Source: an optimization exercise on an open RTL-to-GDS flow (aim: small area and a short achievable clock period). Production flows keep margins and buffers that such runs may drop. Only simulation tests tie the RTL to the original design; equivalence was not proved. Power and IR drop assume default switching activity.

rev 12:
==> flow/design.v (excerpt) <==
module mul16(
    input clk,
    input logic[15:0] a,
    input logic[15:0] b,
    output logic[31:0] r
);
Size: roughly 65 I/O pins, roughly 8800 sq um of cells after synthesis.
export LEC_CHECK = 0
export CAP_MARGIN = 20
export CORE_MARGIN = 2
export CORE_UTILIZATION = 35
export CTS_BUF_LIST = sky130_fd_sc_hd__clkbuf_8
export CTS_CLUSTER_SIZE = 12
export SETUP_SLACK_MARGIN = 2.15
export SLEW_MARGIN = 20
export SYNTH_HIERARCHICAL = 1
export SYNTH_MINIMUM_KEEP_SIZE = 0
create_clock -name core_clock -period 5.5 [get_ports {clk}]
standard.sh (not shown) runs the stock make flow with config.mk's settings and CLKGATE_MAP_FILE= SYNTH_SCRIPT=/design/flow/synth_recipe.tcl, a recipe that flattens the netlist after the stock synthesis.
==> flow/flow/run.sh <==
#!/bin/bash
set -uo pipefail
here=$(pwd)
export BUFFER_PORTS_ARGS="-buffer_cell sky130_fd_sc_hd__buf_4"
export PRE_RESIZE_TCL="$here/flow/outbuf.tcl"
bash standard.sh > standard.log 2>&1
==> flow/flow/outbuf.tcl <==
# Sourced by ORFS's resize.tcl before repair_design: the buffer that buffer_ports put on
# each output port becomes a sky130_fd_sc_hd__buf_1.
set n 0
foreach port [get_ports -filter "direction==output"] {
  set net [get_nets [get_full_name $port]]
  foreach pin [get_pins -of_objects $net -filter "direction==output"] {
    set inst [get_cells -of_objects $pin]
    if {[get_property $inst ref_name] eq "sky130_fd_sc_hd__buf_4"} {
      replace_cell $inst sky130_fd_sc_hd__buf_1
      incr n
    }
  }
}
puts "outbuf.tcl: $n output buffers made buf_1"
Per the final summary, rev 12 finished and its layout is clean on timing, DRC and antenna.
Inputs modified between rev 12 and rev 13:
# rev 12
export LEC_CHECK = 0
export CAP_MARGIN = 20
export CORE_MARGIN = 2
export CORE_UTILIZATION = 35
export CTS_BUF_LIST = sky130_fd_sc_hd__clkbuf_8
export CTS_CLUSTER_SIZE = 12
export SETUP_SLACK_MARGIN = 2.15
export SLEW_MARGIN = 20
export SYNTH_HIERARCHICAL = 1
export SYNTH_MINIMUM_KEEP_SIZE = 0
create_clock -name core_clock -period 5.5 [get_ports {clk}]
# rev 13
export LEC_CHECK = 0
export CAP_MARGIN = 20
export CORE_MARGIN = 2
export CORE_UTILIZATION = 35
export CTS_BUF_LIST = sky130_fd_sc_hd__clkbuf_8
export CTS_CLUSTER_SIZE = 12
export SETUP_SLACK_MARGIN = 2.0
export SLEW_MARGIN = 20
export SYNTH_HIERARCHICAL = 1
export SYNTH_MINIMUM_KEEP_SIZE = 0
create_clock -name core_clock -period 5.5 [get_ports {clk}]
==> comparison <==
Across both runs, fmax was higher for rev 13 than for rev 12. Going from rev 12 to rev 13, part of the total power dissipated in combinational logic shrinks by 0.3 points. Rev 13 — all-layer global routing usage 0.37 points lower, rev 12 as reference. Diff rev 12 -> rev 13: worst-case setup margin in the final layout shows an increase of 0.029 ns, net switching fraction of the power moved up, number of global-route vias before repair decreased 2.9%, critical path's largest stage delay -0.06 ns, slew of the pin with the lowest slew margin lower. As of rev 13, clock network power had risen slightly compared to rev 12. The post-route worst hold slack number comes out lower for rev 13 vs rev 12. In rev 13 the routed wire length turned out 2.5% lower than in rev 12.

========
== P ==
Another version of the RTL of mul16 (not shown whole).
For scale: roughly 810 cells after synthesis, ~65 I/O pins, ~8800 um2 of cells after synthesis.
export LEC_CHECK = 0
export CAP_MARGIN = 20
export CORE_MARGIN = 2
export CORE_UTILIZATION = 45
export CTS_BUF_LIST = sky130_fd_sc_hd__clkbuf_8
export CTS_CLUSTER_SIZE = 12
export SETUP_SLACK_MARGIN = 2.0
export SLEW_MARGIN = 20
export SYNTH_HIERARCHICAL = 1
export SYNTH_MINIMUM_KEEP_SIZE = 0
create_clock -name core_clock -period 5.5 [get_ports {clk}]
Scripts as last shown in full above: flow/flow/run.sh, flow/flow/outbuf.tcl
P | stages: all done | timing, DRC, antenna: all pass
Changes in Q relative to P:
# P
export LEC_CHECK = 0
export CAP_MARGIN = 20
export CORE_MARGIN = 2
export CORE_UTILIZATION = 45
export CTS_BUF_LIST = sky130_fd_sc_hd__clkbuf_8
export CTS_CLUSTER_SIZE = 12
export SETUP_SLACK_MARGIN = 2.0
export SLEW_MARGIN = 20
export SYNTH_HIERARCHICAL = 1
export SYNTH_MINIMUM_KEEP_SIZE = 0
create_clock -name core_clock -period 5.5 [get_ports {clk}]
# Q
export LEC_CHECK = 0
export CAP_MARGIN = 20
export CORE_MARGIN = 2
export CORE_UTILIZATION = 35
export CTS_BUF_LIST = sky130_fd_sc_hd__clkbuf_16
export CTS_CLUSTER_SIZE = 30
export SETUP_SLACK_MARGIN = 2.0
export SLEW_MARGIN = 20
export SYNTH_HIERARCHICAL = 1
export SYNTH_MINIMUM_KEEP_SIZE = 0
create_clock -name core_clock -period 5.5 [get_ports {clk}]
==> comparison <==
Q: PASS, flow complete, no timing, DRC or antenna violations. Clock network fraction of design power, P and Q, higher one = Q. Q ends up with a final cell count that is 5.6% higher than in P. The cell area after technology mapping on P is in line with that on Q. The sum of met2 wire segment lengths after detailed routing in Q was lower than what P gave. P → Q: time the final worst path needs with I/O delays and setup went up, die area shows an increase of about 28%, net switching fraction of the power decreased by 0.64 points relative to the old numbers, global-route met2 utilization decreased 7.5 points. Looking at upper clock frequency limit, Q sits about 0.7% below P. Global-route wire length before repair delta (Q − P): unfavourable.
Relative to Q, the following input files were edited for R:
# Q
export LEC_CHECK = 0
export CAP_MARGIN = 20
export CORE_MARGIN = 2
export CORE_UTILIZATION = 35
export CTS_BUF_LIST = sky130_fd_sc_hd__clkbuf_16
export CTS_CLUSTER_SIZE = 30
export SETUP_SLACK_MARGIN = 2.0
export SLEW_MARGIN = 20
export SYNTH_HIERARCHICAL = 1
export SYNTH_MINIMUM_KEEP_SIZE = 0
create_clock -name core_clock -period 5.5 [get_ports {clk}]
# R
export LEC_CHECK = 0
export CAP_MARGIN = 20
export CORE_MARGIN = 2
export CORE_UTILIZATION = 40
export CTS_BUF_LIST = sky130_fd_sc_hd__clkbuf_8
export CTS_CLUSTER_SIZE = 12
export SETUP_SLACK_MARGIN = 2.0
export SLEW_MARGIN = 20
export SYNTH_HIERARCHICAL = 1
export SYNTH_MINIMUM_KEEP_SIZE = 0
create_clock -name core_clock -period 5.5 [get_ports {clk}]
==> results.txt <==
Measured against each other, Q and R differ in end-of-flow core utilization, the lower figure coming from Q. Of Q and R, the higher met2 wirelength from detailed routing belongs to Q. Diff Q -> R | post-layout instance area | decrease of about 1.6%. Switching part of the total power for R is higher than for Q. Number of placed instances, taps included went down by a few percent going from Q to R. The lower sequential share of layout area of Q and R is in Q. R vs Q on number of placement rows: R is the lower one.
Input changes introduced in S (baseline for comparison: R):
# R
export LEC_CHECK = 0
export CAP_MARGIN = 20
export CORE_MARGIN = 2
export CORE_UTILIZATION = 40
export CTS_BUF_LIST = sky130_fd_sc_hd__clkbuf_8
export CTS_CLUSTER_SIZE = 12
export SETUP_SLACK_MARGIN = 2.0
export SLEW_MARGIN = 20
export SYNTH_HIERARCHICAL = 1
export SYNTH_MINIMUM_KEEP_SIZE = 0
create_clock -name core_clock -period 5.5 [get_ports {clk}]
# S
export LEC_CHECK = 0
export CAP_MARGIN = 20
export CORE_MARGIN = 2
export CORE_UTILIZATION = 35
export CTS_BUF_LIST = sky130_fd_sc_hd__clkbuf_4 sky130_fd_sc_hd__clkbuf_8
export CTS_CLUSTER_SIZE = 8
export SETUP_SLACK_MARGIN = 2.0
export SLEW_MARGIN = 20
export SYNTH_HIERARCHICAL = 1
export SYNTH_MINIMUM_KEEP_SIZE = 0
create_clock -name core_clock -period 5.5 [get_ports {clk}]
## What came out
- Diff R -> S | time the final worst path needs with I/O delays and setup | decrease of 44 ps
- | required time of the critical path | S vs R | 20 ps lower |
- Combinational power: S vs R, no meaningful difference
- Taking S over R, the die area ratio works out to 1.14.
- Final period utilization in S is 0.80 points below R.
- Looking at switching portion of total power, S sits 0.17 points above R.
[inputs] T vs S
# S
export LEC_CHECK = 0
export CAP_MARGIN = 20
export CORE_MARGIN = 2
export CORE_UTILIZATION = 35
export CTS_BUF_LIST = sky130_fd_sc_hd__clkbuf_4 sky130_fd_sc_hd__clkbuf_8
export CTS_CLUSTER_SIZE = 8
export SETUP_SLACK_MARGIN = 2.0
export SLEW_MARGIN = 20
export SYNTH_HIERARCHICAL = 1
export SYNTH_MINIMUM_KEEP_SIZE = 0
create_clock -name core_clock -period 5.5 [get_ports {clk}]
# T
export LEC_CHECK = 0
export CAP_MARGIN = 20
export CORE_MARGIN = 2
export CORE_UTILIZATION = 40
export CTS_BUF_LIST = sky130_fd_sc_hd__clkbuf_8
export CTS_CLUSTER_SIZE = 12
export SETUP_SLACK_MARGIN = 2.25
export SLEW_MARGIN = 20
export SYNTH_HIERARCHICAL = 1
export SYNTH_MINIMUM_KEEP_SIZE = 0
create_clock -name core_clock -period 5.5 [get_ports {clk}]
### Flow results
- When T is measured against S, its combinational power share turns out 1.3 points higher.
- Between T and S, the clock-buffer cell count is lower for T.
- T vs S: critical path arrival down
- On wire length reported by the detailed router, the lower figure sits with T, not S.
- [diff] final period demand of the worst path, T relative to S: improvement
- Per the comparison of T with S, global placement routability congestion now sits higher, total met2 wirelength after detailed routing now sits higher.

========
mul16, a different RTL version from the one above (not shown whole).
For scale: ~800 cells after synthesis.
==> flow/design.v (excerpt) <==
module mul16(
    input clk,
    input logic[15:0] a,
    input logic[15:0] b,
    output logic[31:0] r
);
    wire pp0_0;
    wire pp0_1;
    wire pp0_2;
    wire pp0_3;
    wire pp0_4;
    wire pp0_5;
    wire pp0_6;
    wire pp0_7;
    wire pp0_8;
    wire pp0_9;
    wire pp0_10;
    wire pp0_11;
    wire pp0_12;
    wire pp0_13;
    wire pp0_14;
    wire pp0_15;
    wire pp1_0;
    wire pp1_1;
    wire pp1_2;
    wire pp1_3;
    wire pp1_4;
    wire pp1_5;
    wire pp1_6;
    wire pp1_7;
    wire pp1_8;
    wire pp1_9;
    wire pp1_10;
    wire pp1_11;
    wire pp1_12;
    wire pp1_13;
    wire pp1_14;
    wire pp1_15;
    wire pp2_0;
    wire pp2_1;
    wire pp2_2;
    wire pp2_3;
    wire pp2_4;
    wire pp2_5;
    wire pp2_6;
    wire pp2_7;
    wire pp2_8;
    wire pp2_9;
    wire pp2_10;
    wire pp2_11;
    wire pp2_12;
    wire pp2_13;
    wire pp2_14;
    wire pp2_15;
    wire pp3_0;
    wire pp3_1;
    wire pp3_2;
    wire pp3_3;
    wire pp3_4;
    wire pp3_5;
    wire pp3_6;
    wire pp3_7;
    wire pp3_8;
    wire pp3_9;
    wire pp3_10;
    wire pp3_11;
    wire pp3_12;
    wire pp3_13;
    wire pp3_14;
    wire pp3_15;
    wire pp4_0;
    wire pp4_1;
    wire pp4_2;
    wire pp4_3;
    wire pp4_4;
  ...
Settings: LEC_CHECK=0, CAP_MARGIN=20, CORE_MARGIN=2, CORE_UTILIZATION=40, CTS_BUF_LIST=sky130_fd_sc_hd__clkbuf_8, CTS_CLUSTER_SIZE=10, SETUP_SLACK_MARGIN=2.2, SLEW_MARGIN=20, SYNTH_HIERARCHICAL=1, SYNTH_MINIMUM_KEEP_SIZE=0; clock period 5.5 ns.
==> flow/flow/run.sh <==
#!/bin/bash
# The standard layout (the standard.sh, standard synthesis unchanged), except that
# the port buffers are sky130_fd_sc_hd__buf_2 cells instead of the resizer's default pick
# (a clkdlybuf4s50_1 delay cell). Every input and output port still gets its buffer.
set -uo pipefail
export BUFFER_PORTS_ARGS="-buffer_cell sky130_fd_sc_hd__buf_2"
bash standard.sh > standard.log 2>&1
Edit:
Settings changed: CORE_UTILIZATION 40 to 60, CTS_CLUSTER_SIZE 10 to 12, SETUP_SLACK_MARGIN 2.2 to 2.0.
Effect: Utilization went up by 20 points. Global-route usage went up by 8.8 points. Cell count went down by 8.8%. Power went down by 2.9%. Final area went down by 3.3%. Routed wire length went down by 0.68%. Sequential power stays flat. Non-clock buffer count went down by 1.
Edit:
Settings changed: CORE_UTILIZATION 60 to 40, CTS_BUF_LIST sky130_fd_sc_hd__clkbuf_8 to sky130_fd_sc_hd__clkbuf_4 sky130_fd_sc_hd__clkbuf_8, CTS_CLUSTER_SIZE 12 to 10.
The new run completed with no timing, DRC or antenna violations.
Clock-buffer cell count stays the same.
Cell area increases by 0.89%.
Sequential cell count is unchanged.
Routed wire length came out lower by 1.0%.
Clock power is lower by 11%.
Combinational power goes down by about 1%.
Global-route usage came out lower by 8.9 points.
Total power is lower by 2.1%.
Edit:
==> flow/flow/run.sh (replaced) <==
#!/bin/bash
# The standard layout (the standard.sh, standard synthesis unchanged), except that
# the port buffers are sky130_fd_sc_hd__buf_1 cells instead of the resizer's default pick
# (a clkdlybuf4s50_1 delay cell). Every input and output port still gets its buffer.
set -uo pipefail
export BUFFER_PORTS_ARGS="-buffer_cell sky130_fd_sc_hd__buf_1"
bash standard.sh > standard.log 2>&1
Settings changed: CTS_BUF_LIST sky130_fd_sc_hd__clkbuf_4 sky130_fd_sc_hd__clkbuf_8 to not set, CTS_CLUSTER_SIZE 10 to not set.
The changed run completed without violations. Final area went up by 1.9%. Setup slack got worse by 120 ps. Synthesized area stays the same. Routed wire length went up by 0.45%. Power went up by 2.7%. Combinational power hardly moves. Sequential share of layout area went down by 0.44 points. Utilization went up by 0.82 points. Clock-buffer cell count does not change. Clock skew went down by 3.3 ps. Register-to-register slack got worse by 40 ps.
Edit:
==> flow/flow/run.sh (replaced) <==
#!/bin/bash
set -uo pipefail
here=$(pwd)
export PRE_GLOBAL_PLACE_TCL="$here/flow/inbuf.tcl"
export BUFFER_PORTS_ARGS="-outputs -buffer_cell sky130_fd_sc_hd__buf_1"
bash standard.sh > standard.log 2>&1
==> flow/flow/inbuf.tcl (new file) <==
# Sourced by ORFS's global_place.tcl just before its buffer_ports call (which then buffers
# the outputs only): buffer the input ports with buf_4 cells.
buffer_ports -inputs -buffer_cell sky130_fd_sc_hd__buf_4
Settings changed: CTS_BUF_LIST set to sky130_fd_sc_hd__clkbuf_8, CTS_CLUSTER_SIZE set to 12.
The new run produced a clean layout.
Cell area shrinks by 3.9%.
Cell count shrinks by 3.4%.
Clock power shrinks by 25%.
Critical path depth grows by 7.
Routed wire length grows by 2.0%.
Power shrinks by 1.5%.
Die area is unchanged.
Clock-buffer cell count shrinks by 1.
Via count shrinks by 2.1%.
Core utilization shrinks by 1.7 points.

==> re-timing with driven ports <==
The results above use ideal ports. As a check the final layouts listed here were re-extracted and re-timed, cells and wires unchanged. Step 1, drivers: a clkbuf_16 drives clk and a buf_2 each remaining input, both assumed. Step 2 times the ports against the registers' clock, not the clock port: input delays grow and output delays shrink by t, the midpoint of the rising clock arrivals with the driver on. Three values: ideal ports, drivers, drivers and shift; two values: the first two.
| run | t (ns) | setup WS [ns] | pins driven straight from the clock port |
|---|---|---|---|
| rev 12 | 0.422 | 2.231 / 2.246 / 1.823 | 1 |
| rev 13 | 0.430 | 2.260 / 2.269 / 1.839 | 1 |
| P | 0.415 | 2.226 / 2.229 / 1.814 | 1 |
| Q | 0.397 | 2.204 / 2.224 / 1.827 | 1 |
| R | 0.429 | 2.198 / 2.198 / 1.821 | 1 |
| S | 0.426 | 2.242 / 2.252 / 1.826 | 1 |
| T | 0.429 | 2.298 / 2.300 / 1.871 | 1 |
| the first run of note 3 | 0.442 | 2.189 / 2.189 / 1.875 | 1 |
| the second run of note 3 | 0.435 | 2.161 / 2.161 / 1.752 | 1 |
| the third run of note 3 | 0.436 | 2.189 / 2.170 / 1.734 | 1 |
| the fourth run of note 3 | 0.395 | 2.065 / 2.070 / 1.675 | 1 |
| the fifth run of note 3 | 0.432 | 2.162 / 2.162 / 1.774 | 1 |
After both steps setup and hold are still met in every run listed. For the third run of note 3, which loses most, drivers alone change the setup slack by -0.019 ns; drivers and shift together by -0.455 ns.
